Context: an optimization exercise on an open-source flow, tuned for small area and a short achievable clock period. The choices shown serve that exercise and are no tape-out recipe.
Function was checked by simulation only, so behaviour that the tests miss may differ from the original.

==> v27: inputs <==
==> flow/design.v <==
module PE_int8(input wire [15:0] acc, input wire [7:0] x, input wire [7:0] y, output wire [15:0] s);
    wire n0 = x[0] & y[0];
    wire n1 = x[0] & y[1];
    wire n2 = x[0] & y[2];
    wire n3 = x[0] & y[3];
    wire n4 = x[0] & y[4];
    wire n5 = x[0] & y[5];
    wire n6 = x[0] & y[6];
    wire n7 = ~(x[0] & y[7]);
    wire n8 = x[1] & y[0];
    wire n9 = x[1] & y[1];
    wire n10 = x[1] & y[2];
    wire n11 = x[1] & y[3];
    wire n12 = x[1] & y[4];
    wire n13 = x[1] & y[5];
    wire n14 = x[1] & y[6];
    wire n15 = ~(x[1] & y[7]);
    wire n16 = x[2] & y[0];
    wire n17 = x[2] & y[1];
    wire n18 = x[2] & y[2];
    wire n19 = x[2] & y[3];
    wire n20 = x[2] & y[4];
    wire n21 = x[2] & y[5];
    wire n22 = x[2] & y[6];
    wire n23 = ~(x[2] & y[7]);
    wire n24 = x[3] & y[0];
    wire n25 = x[3] & y[1];
    wire n26 = x[3] & y[2];
    wire n27 = x[3] & y[3];
    wire n28 = x[3] & y[4];
    wire n29 = x[3] & y[5];
    wire n30 = x[3] & y[6];
    wire n31 = ~(x[3] & y[7]);
    wire n32 = x[4] & y[0];
    wire n33 = x[4] & y[1];
    wire n34 = x[4] & y[2];
    wire n35 = x[4] & y[3];
    wire n36 = x[4] & y[4];
    wire n37 = x[4] & y[5];
    wire n38 = x[4] & y[6];
    wire n39 = ~(x[4] & y[7]);
    wire n40 = x[5] & y[0];
    wire n41 = x[5] & y[1];
    wire n42 = x[5] & y[2];
    wire n43 = x[5] & y[3];
    wire n44 = x[5] & y[4];
    wire n45 = x[5] & y[5];
    wire n46 = x[5] & y[6];
    wire n47 = ~(x[5] & y[7]);
    wire n48 = x[6] & y[0];
    wire n49 = x[6] & y[1];
    wire n50 = x[6] & y[2];
    wire n51 = x[6] & y[3];
    wire n52 = x[6] & y[4];
    wire n53 = x[6] & y[5];
    wire n54 = x[6] & y[6];
    wire n55 = ~(x[6] & y[7]);
    wire n56 = ~(x[7] & y[0]);
    wire n57 = ~(x[7] & y[1]);
    wire n58 = ~(x[7] & y[2]);
    wire n59 = ~(x[7] & y[3]);
    wire n60 = ~(x[7] & y[4]);
    wire n61 = ~(x[7] & y[5]);
    wire n62 = ~(x[7] & y[6]);
    wire n63 = x[7] & y[7];
    wire n64 = ~acc[8];
    wire n65, n66;
    HA un65 (.a(acc[5]), .b(n12), .s(n65), .co(n66));
    wire n67, n68;
    FA un67 (.a(acc[6]), .b(n13), .c(n20), .s(n67), .co(n68));
    wire n69, n70;
    HA un69 (.a(n27), .b(n34), .s(n69), .co(n70));
    wire n71, n72;
    FA un71 (.a(acc[7]), .b(n14), .c(n21), .s(n71), .co(n72));
    wire n73, n74;
    FA un73 (.a(n28), .b(n35), .c(n42), .s(n73), .co(n74));
    wire n75, n76;
    HA un75 (.a(n49), .b(n56), .s(n75), .co(n76));
    wire n77, n78;
    FA un77 (.a(n64), .b(n15), .c(n22), .s(n77), .co(n78));
    wire n79, n80;
    FA un79 (.a(n29), .b(n36), .c(n43), .s(n79), .co(n80));
    wire n81, n82;
    HA un81 (.a(n50), .b(n57), .s(n81), .co(n82));
    wire n83, n84;
    FA un83 (.a(acc[8]), .b(acc[9]), .c(n23), .s(n83), .co(n84));
    wire n85, n86;
    FA un85 (.a(n30), .b(n37), .c(n44), .s(n85), .co(n86));
    wire n87, n88;
    HA un87 (.a(n51), .b(n58), .s(n87), .co(n88));
    wire n89, n90;
    FA un89 (.a(acc[10]), .b(n31), .c(n38), .s(n89), .co(n90));
    wire n91, n92;
    HA un91 (.a(n45), .b(n52), .s(n91), .co(n92));
    wire n93, n94;
    HA un93 (.a(acc[11]), .b(n39), .s(n93), .co(n94));
    wire n95, n96;
    HA un95 (.a(acc[3]), .b(n10), .s(n95), .co(n96));
    wire n97, n98;
    FA un97 (.a(acc[4]), .b(n11), .c(n18), .s(n97), .co(n98));
    wire n99, n100;
    HA un99 (.a(n25), .b(n32), .s(n99), .co(n100));
    wire n101, n102;
    FA un101 (.a(n19), .b(n26), .c(n33), .s(n101), .co(n102));
    wire n103, n104;
    FA un103 (.a(n40), .b(n5), .c(n65), .s(n103), .co(n104));
    wire n105, n106;
    FA un105 (.a(n41), .b(n48), .c(n6), .s(n105), .co(n106));
    wire n107, n108;
    FA un107 (.a(n66), .b(n69), .c(n67), .s(n107), .co(n108));
    wire n109, n110;
    FA un109 (.a(n7), .b(n70), .c(n75), .s(n109), .co(n110));
    wire n111, n112;
    FA un111 (.a(n68), .b(n71), .c(n73), .s(n111), .co(n112));
    wire n113, n114;
    FA un113 (.a(n76), .b(n81), .c(n72), .s(n113), .co(n114));
    wire n115, n116;
    FA un115 (.a(n74), .b(n77), .c(n79), .s(n115), .co(n116));
    wire n117, n118;
    FA un117 (.a(n82), .b(n87), .c(n78), .s(n117), .co(n118));
    wire n119, n120;
    FA un119 (.a(n80), .b(n83), .c(n85), .s(n119), .co(n120));
    wire n121, n122;
    FA un121 (.a(n59), .b(n88), .c(n91), .s(n121), .co(n122));
    wire n123, n124;
    FA un123 (.a(n84), .b(n86), .c(n89), .s(n123), .co(n124));
    wire n125, n126;
    FA un125 (.a(n46), .b(n53), .c(n60), .s(n125), .co(n126));
    wire n127, n128;
    FA un127 (.a(n92), .b(n93), .c(n90), .s(n127), .co(n128));
    wire n129, n130;
    FA un129 (.a(acc[12]), .b(n47), .c(n54), .s(n129), .co(n130));
    wire n131, n132;
    HA un131 (.a(n61), .b(n94), .s(n131), .co(n132));
    wire n133, n134;
    HA un133 (.a(acc[13]), .b(n55), .s(n133), .co(n134));
    wire n135, n136;
    HA un135 (.a(acc[2]), .b(n16), .s(n135), .co(n136));
    wire n137, n138;
    FA un137 (.a(n17), .b(n24), .c(n3), .s(n137), .co(n138));
    wire n139, n140;
    FA un139 (.a(n4), .b(n96), .c(n99), .s(n139), .co(n140));
    wire n141, n142;
    FA un141 (.a(n100), .b(n98), .c(n101), .s(n141), .co(n142));
    wire n143, n144;
    FA un143 (.a(n102), .b(n105), .c(n104), .s(n143), .co(n144));
    wire n145, n146;
    FA un145 (.a(n106), .b(n109), .c(n108), .s(n145), .co(n146));
    wire n147, n148;
    FA un147 (.a(n110), .b(n112), .c(n113), .s(n147), .co(n148));
    wire n149, n150;
    FA un149 (.a(n114), .b(n116), .c(n117), .s(n149), .co(n150));
    wire n151, n152;
    FA un151 (.a(n121), .b(n118), .c(n120), .s(n151), .co(n152));
    wire n153, n154;
    FA un153 (.a(n125), .b(n122), .c(n124), .s(n153), .co(n154));
    wire n155, n156;
    FA un155 (.a(n126), .b(n129), .c(n131), .s(n155), .co(n156));
    wire n157, n158;
    FA un157 (.a(n62), .b(n133), .c(n130), .s(n157), .co(n158));
    wire n159, n160;
    HA un159 (.a(acc[14]), .b(n63), .s(n159), .co(n160));
    wire n161, n162;
    HA un161 (.a(acc[1]), .b(n1), .s(n161), .co(n162));
    wire n163, n164;
    FA un163 (.a(n2), .b(n9), .c(n135), .s(n163), .co(n164));
    wire n165, n166;
    FA un165 (.a(n136), .b(n95), .c(n137), .s(n165), .co(n166));
    wire n167, n168;
    FA un167 (.a(n138), .b(n97), .c(n139), .s(n167), .co(n168));
    wire n169, n170;
    FA un169 (.a(n140), .b(n103), .c(n141), .s(n169), .co(n170));
    wire n171, n172;
    FA un171 (.a(n142), .b(n107), .c(n143), .s(n171), .co(n172));
    wire n173, n174;
    FA un173 (.a(n111), .b(n144), .c(n145), .s(n173), .co(n174));
    wire n175, n176;
    FA un175 (.a(n115), .b(n146), .c(n147), .s(n175), .co(n176));
    wire n177, n178;
    FA un177 (.a(n119), .b(n148), .c(n149), .s(n177), .co(n178));
    wire n179, n180;
    FA un179 (.a(n123), .b(n150), .c(n151), .s(n179), .co(n180));
    wire n181, n182;
    FA un181 (.a(n127), .b(n152), .c(n153), .s(n181), .co(n182));
    wire n183, n184;
    FA un183 (.a(n128), .b(n155), .c(n154), .s(n183), .co(n184));
    wire n185, n186;
    FA un185 (.a(n132), .b(n157), .c(n156), .s(n185), .co(n186));
    wire n187, n188;
    FA un187 (.a(n134), .b(n159), .c(n158), .s(n187), .co(n188));
    wire n189 = 1'b1 ^ acc[15] ^ n160;
    wire [15:0] ra = {n188, n186, n184, n182, n180, n178, n176, n174, n172, n170, n168, n166, n164, n162, n161, acc[0]};
    wire [15:0] rb = {n189, n187, n185, n183, n181, n179, n177, n175, n173, n171, n169, n167, n165, n163, n8, n0};
    assign s = ra + rb;
endmodule
module FA(input wire a, input wire b, input wire c, output wire s, output wire co);
    assign s = a ^ b ^ c;
    assign co = (a & b) | (a & c) | (b & c);
endmodule
module HA(input wire a, input wire b, output wire s, output wire co);
    assign s = a ^ b;
    assign co = a & b;
endmodule
module systolic_4x4(    input  wire clk,
                        input  wire rst,
                        input  wire [31: 0] x_flat,    
                        input  wire [31: 0] y_flat,    
                        output wire [255:0] out_flat,  
                        output wire done
        );
    reg  [7:0]  xo  [15:0];
    reg  [7:0]  yo  [15:0];
    reg  [15:0] acc [15:0];
    reg  [15:0] out [15:0];
    wire [15:0] sum [15:0];
    reg  [3:0]  counter;
    reg         done_r;
    assign done = done_r;
    genvar g;
    generate
        for (g = 0; g < 16; g = g + 1) begin : g_pe
            PE_int8 pe (.acc(acc[g]), .x(xo[g]), .y(yo[g]), .s(sum[g]));
            assign out_flat[16*g +: 16] = out[g];
        end
    endgenerate
    integer i, j;
    always @(posedge clk) begin
        for (i = 0; i < 4; i = i + 1)
            for (j = 0; j < 4; j = j + 1) begin
                if (rst) begin
                    xo[4*i+j]  <= 8'd0;
                    yo[4*i+j]  <= 8'd0;
                    acc[4*i+j] <= 16'd0;
                end else begin
                    xo[4*i+j]  <= (j == 0) ? x_flat[8*i +: 8] : xo[4*i+j-1];
                    yo[4*i+j]  <= (i == 0) ? y_flat[8*j +: 8] : yo[4*i+j-4];
                    acc[4*i+j] <= sum[4*i+j];
                end
            end
        if (rst) begin
            for (i = 0; i < 16; i = i + 1) out[i] <= 16'd0;
            done_r  <= 1'b0;
            counter <= 4'd0;
        end else if (counter == 4'd10) begin
            for (i = 0; i < 16; i = i + 1) out[i] <= sum[i];
            done_r  <= 1'b1;
            counter <= 4'd0;
        end else begin
            done_r  <= 1'b0;
            counter <= counter + 1'b1;
        end
    end
endmodule
==> flow/run.sh <==
#!/bin/bash
# synth_recipe.tcl (not shown) runs the flow's synth.tcl, then flattens the netlist and writes it again
# the make line also repeats each setting of config.mk as NAME=value (left out here)
make -C /OpenROAD-flow-scripts/flow DESIGN_CONFIG=/design/flow/config.mk WORK_HOME=/design/flow/orfs CLKGATE_MAP_FILE= SYNTH_SCRIPT=/design/flow/synth_recipe.tcl finish
==> flow/config.mk <==
export PLATFORM = sky130hd
export DESIGN_NAME = systolic_4x4
export DESIGN_NICKNAME = systolic_4x4
export VERILOG_FILES = /design/flow/design.v
export SDC_FILE = /design/flow/constraint.sdc
export NUM_CORES = 4
export LEC_CHECK = 0
export CAP_MARGIN = 20
export CORE_MARGIN = 2
export CORE_UTILIZATION = 40
export SLEW_MARGIN = 20
export SYNTH_HIERARCHICAL = 1
export SYNTH_MINIMUM_KEEP_SIZE = 0
==> flow/constraint.sdc <==
create_clock -name core_clock -period 5.5 [get_ports {clk}]
set_input_delay 1.1000 -clock core_clock [delete_from_list [all_inputs] [get_ports {clk}]]
set_output_delay 1.1000 -clock core_clock [all_outputs]
set_load 0.01 [all_outputs]
==> v33 (differences from v27) <==
==> flow/design.v, changed modules only <==
module systolic_4x4(    input  wire clk,
                        input  wire rst,
                        input  wire [31: 0] x_flat,    
                        input  wire [31: 0] y_flat,    
                        output wire [255:0] out_flat,  
                        output wire done
        );
    reg  [7:0]  xo  [15:0];
    reg  [7:0]  yo  [15:0];
    reg  [15:0] acc [15:0];
    reg  [15:0] out [15:0];
    wire [15:0] sum [15:0];
    wire [15:0] res [15:0];      
    wire [15:0] clr;
    reg  [3:0]  counter;
    reg         done_r;
    reg  [4:1]  warm;            
    assign done = done_r;
    genvar gi, gj;
    generate
        for (gi = 0; gi < 4; gi = gi + 1) begin : g_row
            for (gj = 0; gj < 4; gj = gj + 1) begin : g_col
                localparam integer N   = 4*gi + gj;
                localparam integer LAG = (gi == 0 || gj == 0);
                localparam integer K   = (gi > gj) ? gi : gj;
                localparam integer M   = LAG ? K + 1 : K;
                if (LAG) begin : g_lag
                    PE_int8 pe (.acc(acc[N]), .x(xo[N]), .y(yo[N]), .s(sum[N]));
                    assign res[N] = sum[N];
                end else begin : g_nolag
                    PE_int8 pe (.acc(acc[N]), .x(xo[N-1]), .y(yo[N-4]), .s(sum[N]));
                    assign res[N] = acc[N];
                end
                assign clr[N] = rst | ~warm[M];
                assign out_flat[16*N +: 16] = out[N];
            end
        end
    endgenerate
    integer i, j;
    always @(posedge clk) begin
        for (i = 0; i < 4; i = i + 1)
            for (j = 0; j < 4; j = j + 1) begin
                if (j < 3 || i == 0) xo[4*i+j] <= (j == 0) ? x_flat[8*i +: 8] : xo[4*i+j-1];
                if (i < 3 || j == 0) yo[4*i+j] <= (i == 0) ? y_flat[8*j +: 8] : yo[4*i+j-4];
            end
        for (i = 0; i < 16; i = i + 1)
            acc[i] <= clr[i] ? 16'd0 : sum[i];
        warm <= rst ? 4'd0 : {warm[3:1], 1'b1};
        if (rst) begin
            for (i = 0; i < 16; i = i + 1) out[i] <= 16'd0;
            done_r  <= 1'b0;
            counter <= 4'd0;
        end else if (counter == 4'd10) begin
            for (i = 0; i < 16; i = i + 1) out[i] <= res[i];
            done_r  <= 1'b1;
            counter <= 4'd0;
        end else begin
            done_r  <= 1'b0;
            counter <= counter + 1'b1;
        end
    end
endmodule
- CORE_UTILIZATION: 40 -> 65
- CTS_BUF_LIST: default -> sky130_fd_sc_hd__clkbuf_4 sky130_fd_sc_hd__clkbuf_8
- PLACE_DENSITY: default -> 0.75
==> v23 (differences from v27) <==
==> flow/design.v, changed modules only <==
module systolic_4x4(    input  wire clk,
                        input  wire rst,
                        input  wire [31: 0] x_flat,    
                        input  wire [31: 0] y_flat,    
                        output wire [255:0] out_flat,  
                        output wire done
        );
    reg  [7:0]  xo  [15:0];
    reg  [7:0]  yo  [15:0];
    reg  [15:0] acc [15:0];
    reg  [15:0] out [15:0];
    wire [15:0] sum [15:0];
    wire [15:0] res [15:0];      
    wire [15:0] clr;
    reg  [3:0]  counter;
    reg         done_r;
    reg  [4:1]  warm;            
    assign done = done_r;
    genvar gi, gj;
    generate
        for (gi = 0; gi < 4; gi = gi + 1) begin : g_row
            for (gj = 0; gj < 4; gj = gj + 1) begin : g_col
                localparam integer N   = 4*gi + gj;
                localparam integer LAG = (gi == 0 || gj == 0);
                localparam integer K   = (gi > gj) ? gi : gj;
                localparam integer M   = LAG ? K + 1 : K;
                if (LAG) begin : g_lag
                    PE_int8 pe (.acc(acc[N]), .x(xo[N]), .y(yo[N]), .s(sum[N]));
                    assign res[N] = sum[N];
                end else begin : g_nolag
                    PE_int8 pe (.acc(acc[N]), .x(xo[N-1]), .y(yo[N-4]), .s(sum[N]));
                    assign res[N] = acc[N];
                end
                assign clr[N] = rst | ~warm[M];
                assign out_flat[16*N +: 16] = out[N];
            end
        end
    endgenerate
    integer i, j;
    always @(posedge clk) begin
        for (i = 0; i < 4; i = i + 1)
            for (j = 0; j < 4; j = j + 1) begin
                if (j < 3 || i == 0) xo[4*i+j] <= (j == 0) ? x_flat[8*i +: 8] : xo[4*i+j-1];
                if (i < 3 || j == 0) yo[4*i+j] <= (i == 0) ? y_flat[8*j +: 8] : yo[4*i+j-4];
            end
        for (i = 0; i < 16; i = i + 1)
            acc[i] <= clr[i] ? 16'd0 : sum[i];
        warm <= rst ? 4'd0 : {warm[3:1], 1'b1};
        if (rst) begin
            for (i = 0; i < 16; i = i + 1) out[i] <= 16'd0;
            done_r  <= 1'b0;
            counter <= 4'd0;
        end else if (counter == 4'd10) begin
            for (i = 0; i < 16; i = i + 1) out[i] <= res[i];
            done_r  <= 1'b1;
            counter <= 4'd0;
        end else begin
            done_r  <= 1'b0;
            counter <= counter + 1'b1;
        end
    end
endmodule
- CORE_UTILIZATION: 40 -> 65
- CTS_BUF_LIST: default -> sky130_fd_sc_hd__clkbuf_4 sky130_fd_sc_hd__clkbuf_8
- PLACE_DENSITY: default -> 0.75
- SETUP_SLACK_MARGIN: default -> 1.5
==> run notes <==
- v33 ran to the end with no violations. v23 ran to the end with no violations. v27 completed with no timing, DRC or antenna violations.
- Against v33, the non-clock buffer count of v27 is higher by 8.
- Synthesized area: v33 is lower than v27 (about 5%).
- Of v23 and v27, v23 has the higher via count (gap 2.2%, measured against v27).
- The lowest final area belongs to v33, the highest to v23.
- Against v33, the first-iteration DRC count of v23 is higher by about 18%.
- Between v33 and v27, the lower global-route usage is in v27 (gap 10 points).
- In v23 the sequential cell count is lower than in v27, by 44.

==> separate check: timing with driven ports <==
The results above use ideal ports. As a check the final layouts listed here were re-extracted and re-timed, cells and wires unchanged. Step 1, drivers: a clkbuf_16 drives clk and a buf_2 each remaining input, both assumed. Step 2 also shifts input and output timing later by t, the mid clock arrival at the registers, as if the neighbouring blocks saw the same clock. a / b / c = ideal / step 1 / step 2; a / b = the first two.
| run | shift t [ns] | setup WS [ns] | hold WS [ns] | clock arrival spread, ns | worst slew at a driven data input, ns |
|---|---|---|---|---|---|
| v27 | 0.798 | 0.889 / 0.889 / 0.889 | 0.452 / 0.452 / 0.452 | 0.026 / 0.027 | 0.10 |
| v33 | 0.897 | 0.782 / 0.782 / 0.782 | 0.450 / 0.450 / 0.450 | 0.048 / 0.047 | 0.10 |
| v23 | 0.913 | 1.367 / 1.367 / 1.367 | 0.398 / 0.398 / 0.398 | 0.049 / 0.049 | 0.11 |
After both steps setup and hold are still met in every run listed.
